Context: an optimization exercise on an open-source flow, tuned for small area and a short achievable clock period. The choices shown serve that exercise and are no tape-out recipe. Function was checked by simulation only, so behaviour that the tests miss may differ from the original.

// top
module top(
    input logic clock, reset,
    input logic [9:0] inp,
    output logic [9:0] out
);
Size in the first run: roughly 1400 cells after synthesis, ~22 I/O pins.
Settings: LEC_CHECK=0, CAP_MARGIN=20, CORE_MARGIN=2, CORE_UTILIZATION=40, GPL_ROUTABILITY_DRIVEN=0, SETUP_SLACK_MARGIN=4.0, SLEW_MARGIN=20, SYNTH_HIERARCHICAL=1, SYNTH_MINIMUM_KEEP_SIZE=0, TNS_END_PERCENT=5; clock period 8.0 ns.
run.sh (not shown) runs the stock make flow with config.mk's settings and CLKGATE_MAP_FILE= SYNTH_SCRIPT=/design/flow/synth_recipe.tcl, a recipe that flattens the netlist after the stock synthesis.
The baseline ran to the end with no violations.
Then changed:
--- a/flow/config.mk
+++ b/flow/config.mk
@@ -9,8 +9,6 @@
 export CORE_MARGIN = 2
 export CORE_UTILIZATION = 40
-export GPL_ROUTABILITY_DRIVEN = 0
-export SETUP_SLACK_MARGIN = 4.0
+export SETUP_SLACK_MARGIN = 3.75
 export SLEW_MARGIN = 20
 export SYNTH_HIERARCHICAL = 1
 export SYNTH_MINIMUM_KEEP_SIZE = 0
-export TNS_END_PERCENT = 5
Cell count goes down by 1.5%.
Fmax barely changes.
Sequential share of layout area goes up by 0.37 points.
Final area goes down by 2.9%.
Critical path depth goes down by 6.
Setup slack improved by 0.011 ns.
First-iteration DRC count goes up by 12%.
Sequential cell count is unchanged.
Then changed:
--- a/flow/config.mk
+++ b/flow/config.mk
@@ -9,6 +9,7 @@
 export CORE_MARGIN = 2
 export CORE_UTILIZATION = 40
-export SETUP_SLACK_MARGIN = 3.75
+export SETUP_SLACK_MARGIN = 4.0
 export SLEW_MARGIN = 20
 export SYNTH_HIERARCHICAL = 1
 export SYNTH_MINIMUM_KEEP_SIZE = 0
+export TNS_END_PERCENT = 5
After rerunning:
- clock skew is about the same
- clock-buffer cell count does not change
- sequential share of layout area drops by 0.13 points
- worst setup slack gets better by 0.11 ns
- design area climbs slightly
- core utilization climbs by 0.70 points
- die area does not change
- non-clock buffer count climbs by 19
- via count climbs by a few percent
Then changed:
--- a/flow/config.mk
+++ b/flow/config.mk
@@ -9,4 +9,5 @@
 export CORE_MARGIN = 2
 export CORE_UTILIZATION = 40
+export PLACE_DENSITY = 0.7
 export SETUP_SLACK_MARGIN = 4.0
 export SLEW_MARGIN = 20
After rerunning: Non-clock buffer count came out higher by 2. Wire length came out higher slightly.

* * *

top, a different RTL version from the one above (not shown whole).
Size: about 1,300 cells after synthesis, about 22 I/O pins, roughly 0.012 mm² of cells after synthesis.
clock: 8.0 ns
lec_check: 0
cap_margin: 20
core_margin: 2
core_utilization: 40
setup_slack_margin: 3.75
slew_margin: 20
synth_hierarchical: 1
synth_minimum_keep_size: 0
Change:
--- a/flow/config.mk
+++ b/flow/config.mk
@@ -11 +11 @@
-export SETUP_SLACK_MARGIN = 3.75
+export SETUP_SLACK_MARGIN = 3.5
Result:
- via count fell slightly
- clock-buffer cell count is lower by 1
- die area does not change
- area after synthesis stays the same
Change:
--- a/flow/config.mk
+++ b/flow/config.mk
@@ -11 +11 @@
-export SETUP_SLACK_MARGIN = 3.5
+export SETUP_SLACK_MARGIN = 0
Effect: Design area shrinks by 5.6%. Worst hold slack barely changes. Setup slack gets worse by 1100 ps. Core utilization came out lower by 2.5 points. Sequential share of layout area increases by 0.25 points. Clock skew went up by 3.9 ps.
Change:
--- a/flow/config.mk
+++ b/flow/config.mk
@@ -11 +11 @@
-export SETUP_SLACK_MARGIN = 0
+export SETUP_SLACK_MARGIN = 4.5
After rerunning: The new run finished clean; clock skew barely changes; cell area rose by roughly a tenth; die area stays the same; synthesized area does not change; routed wire length rose by roughly a tenth; first-iteration DRC count rose by well over a third.
Change:
--- a/flow/config.mk
+++ b/flow/config.mk
@@ -10,2 +10,3 @@
-export CORE_UTILIZATION = 40
-export SETUP_SLACK_MARGIN = 4.5
+export CORE_UTILIZATION = 60
+export PLACE_DENSITY = 0.7
+export SETUP_SLACK_MARGIN = 3.5
Cell area came out lower by about 7%.
Wire length came out lower by about 6%.
Synthesized cell count stays the same.
First-iteration DRC count came out higher by about 9%.
Hold slack gets worse by 4.5 ps.
Non-clock buffer count came out lower by 22.
Clock-buffer cell count came out higher by 2.
Change:
--- a/flow/config.mk
+++ b/flow/config.mk
@@ -10,2 +10 @@
-export CORE_UTILIZATION = 60
-export PLACE_DENSITY = 0.7
+export CORE_UTILIZATION = 40
@@ -15,0 +15 @@
+export TNS_END_PERCENT = 5
Routed wire length is higher slightly.
First-iteration DRC count is lower by roughly a tenth.
Via count is lower slightly.
Maximum frequency is higher slightly.
Synthesized area is unchanged.
Core utilization is lower by 23 points.
Synthesized cell count does not change.

re-timing with driven ports:
The flow's constraints put no driver on any port. The routed layouts listed below were extracted and timed again, unchanged, in two steps. Step 1 sets driving cells, clkbuf_16 on the clock port and buf_2 on the other inputs (assumed; they add their load-dependent delay and slew). Step 2, shift: input delay + t, output delay - t, t = (earliest + latest rising clock arrival at the registers) / 2. This alone moves slack from input paths to output paths. Slacks: no drivers / after step 1 / after step 2; pairs: no drivers / after step 1.
run	t, ns	setup WS [ns]	hold WS [ns]	worst slew at a driven data input, ns	pins driven straight from the clock port
the first run of note 1	0.412	3.891 / 3.891 / 3.692	0.550 / 0.550 / 0.550	0.04	1
the second run of note 1	0.408	3.902 / 3.902 / 3.676	0.538 / 0.538 / 0.538	0.03	1
the third run of note 1	0.403	4.011 / 4.011 / 3.748	0.567 / 0.567 / 0.567	0.03	1
the fourth run of note 1	0.408	3.868 / 3.868 / 3.670	0.555 / 0.555 / 0.555	0.04	1
the first run of note 2	0.398	3.730 / 3.730 / 3.504	0.533 / 0.533 / 0.533	0.03	1
the second run of note 2	0.414	3.635 / 3.656 / 3.250	0.562 / 0.562 / 0.562	0.03	1
the third run of note 2	0.403	2.543 / 2.570 / 2.167	0.562 / 0.562 / 0.562	0.03	1
the fourth run of note 2	0.406	3.701 / 3.701 / 3.347	0.560 / 0.560 / 0.560	0.03	1
the fifth run of note 2	0.391	3.557 / 3.557 / 3.334	0.556 / 0.556 / 0.556	0.03	1
the sixth run of note 2	0.410	3.599 / 3.599 / 3.243	0.563 / 0.563 / 0.563	0.03	1
After both steps every run listed still meets setup and hold. The setup slack of the second run of note 2, which loses most, moves by +0.021 ns with the drivers and by -0.385 ns with both steps.
